Context: an optimization exercise on an open-source flow, tuned for small area and a short achievable clock period. The choices shown serve that exercise and are no tape-out recipe. Function was checked by simulation only, so behaviour that the tests miss may differ from the original. Power figures rest on the tool's default switching activity, not on a simulated workload.

## job 6553
// pe_array_top
module pe_array_top #(parameter NPE = 4)
                   (input logic clk,
                    input logic rst_n,
                    input logic rst_n_pe,
                    input logic [3:0] conv_num,
                    input logic partial_en_control,
                    input logic [NPE*16-1:0]data_readw_weight,
                    input logic [15:0]data_readi_input,
                    output logic [15:0]data_write_output,
                    output logic [16:0]addr_readi_input,
                    output logic [16:0]addr_readw_weight,
                    output logic [14:0]addr_write_output,
                    output logic [1:0]byteenable_readi_input,
                    output logic [NPE*2-1:0]byteenable_readw_weight,
		            output logic [1:0]byteenable_write_output,
                    input logic [16:0]addr_readi_control,
                    input logic [16:0]addr_readw_control,
                    input logic [14:0]addr_write_control,
                    input logic pool_en_control,
                    input logic relu_en_control,
                    input logic output_en_control,
		            input logic waitrequest_output,
		            input logic waitrequest_input,
		            input logic waitrequest_weight,
                    input logic en_write_control,
                    input logic en_readi_control,
                    input logic en_readw_control,
                    input logic readdatavalid_input,
                    input logic readdatavalid_weight,
                    output logic write_output,
                    output logic read_readw_weight,
                    output logic read_readi_input,
                    output logic chipselect_input,
                    output logic chipselect_weight,
                    output logic chipselect_output,
                    output logic readdatavalid_out_input,
                    output logic readdatavalid_out_weight
                    );
Size in the first run: roughly 5000 cells after synthesis, about 640 flip-flops, roughly 53000 um^2 of cells after synthesis.
==> flow/config.mk <==
export PLATFORM = sky130hd
export DESIGN_NAME = pe_array_top
export DESIGN_NICKNAME = pe_array_top
export VERILOG_FILES = /design/flow/design.v
export SDC_FILE = /design/flow/constraint.sdc
export NUM_CORES = 8
export LEC_CHECK = 0
export CAP_MARGIN = 20
export CORE_MARGIN = 2
export CORE_UTILIZATION = 70
export SLEW_MARGIN = 20
==> flow/constraint.sdc <==
create_clock -name core_clock -period 10.0 [get_ports {clk}]
set_input_delay 2.0000 -clock core_clock [delete_from_list [all_inputs] [get_ports {clk}]]
set_output_delay 2.0000 -clock core_clock [all_outputs]
set_load 0.01 [all_outputs]
standard.sh (not shown) runs the stock make flow with config.mk's settings and CLKGATE_MAP_FILE= SYNTH_SCRIPT=/design/flow/synth_recipe.tcl, a recipe that flattens the netlist after the stock synthesis.
==> flow/flow/run.sh <==
#!/bin/bash
# Standard synthesis unchanged, then the standard layout steps with other settings.
set -eo pipefail
bash standard.sh synth > synth.log 2>&1
bash standard.sh BUFFER_PORTS_ARGS="-buffer_cell sky130_fd_sc_hd__buf_1" SETUP_SLACK_MARGIN=5.8 CTS_ARGS="-sink_clustering_enable -repair_clock_nets -dont_use_dummy_load -buf_list sky130_fd_sc_hd__clkbuf_4 -sink_clustering_size 8 -sink_clustering_max_diameter 40" finish > layout.log 2>&1
Job 6553 finished end to end and its layout was clean on timing, DRC and antenna.
Changes in job 6717 relative to job 6553:
Settings: CORE_UTILIZATION now 55, was 70.
==> flow/flow/run.sh <==
#!/bin/bash
# Standard synthesis unchanged, then the standard layout steps with other settings.
set -eo pipefail
bash standard.sh synth > synth.log 2>&1
bash standard.sh BUFFER_PORTS_ARGS="-buffer_cell sky130_fd_sc_hd__buf_1" SETUP_SLACK_MARGIN=5.8 CTS_ARGS="-sink_clustering_enable -repair_clock_nets -dont_use_dummy_load -buf_list sky130_fd_sc_hd__clkbuf_4 -sink_clustering_size 10 -sink_clustering_max_diameter 50" finish > layout.log 2>&1
Results
- Job 6553 and job 6717 ended up with roughly the same switching part of the total.
- In the reports for job 6717 and job 6553, the smaller power belongs to job 6717.
- Min worst setup slack across job 6717 and job 6553: job 6553
- Looking at clock-cell share of area across job 6717 and job 6553, the one that comes out higher is job 6553.
- Any difference in flip-flop and latch count between job 6553 and job 6717 is small enough to ignore.
- Diff job 6553 -> job 6717: final area now sits higher; non-clock buffering overhead in the final layout picked up an extra 0.43 points.
Edits applied to the flow inputs when going from job 6717 to job 136:
Settings: ABC_AREA: unset -> 1.
==> flow/flow/run.sh <==
#!/bin/bash
# Standard synthesis unchanged, then the standard layout steps with other settings.
set -eo pipefail
bash standard.sh synth > synth.log 2>&1
bash standard.sh BUFFER_PORTS_ARGS="-buffer_cell sky130_fd_sc_hd__buf_1" SETUP_SLACK_MARGIN=5.8 CTS_ARGS="-sink_clustering_enable -repair_clock_nets -dont_use_dummy_load -buf_list sky130_fd_sc_hd__clkbuf_4 -sink_clustering_size 8 -sink_clustering_max_diameter 40" finish > layout.log 2>&1
Results
- Job 136 finished every stage and its layout cleared the timing, design-rule and antenna checks.
- Maximum clock frequency: job 6717 vs job 136, no meaningful difference
- As far as fraction of the cycle the final worst path needs is concerned, job 6717 and job 136 perform about the same.
- Re instance area after placement: job 136 is about 0.65% up on job 6717.
- In job 136 the time the final worst path needs with I/O delays and setup turned out 0.0035 ns higher than in job 6717.
- Route | job 136 vs job 6717 | wire longer in job 136

[static timing again, ports no longer ideal]
No port has a modelled driver above. Below, the same layouts with a new extraction and two added sets of constraints.
Step 1 (the two cells are an assumption about what drives the block):
set clk [get_ports {clk}]
set_driving_cell -lib_cell sky130_fd_sc_hd__clkbuf_16 $clk
set_driving_cell -lib_cell sky130_fd_sc_hd__buf_2 [delete_from_list [all_inputs] $clk]
Step 2 also shifts input and output timing later by t, the mid clock arrival at the registers, as if the neighbouring blocks saw the same clock.
Slacks: no drivers / after step 1 / after step 2; pairs: no drivers / after step 1.
run	t (ns)	setup slack, ns	hold WS [ns]	worst setup path after step 2
job 6553	0.944	5.779 / 5.756 / 5.756	0.447 / 0.447 / 0.447	input to output
job 6717	1.036	5.799 / 5.766 / 5.571	0.453 / 0.453 / 0.453	input to register
job 136	1.074	5.796 / 5.764 / 5.764	0.449 / 0.449 / 0.449	input to output
After both steps setup and hold are still met in every run listed. For job 6717, which loses most, drivers alone change the setup slack by -0.033 ns; drivers and shift together by -0.228 ns.
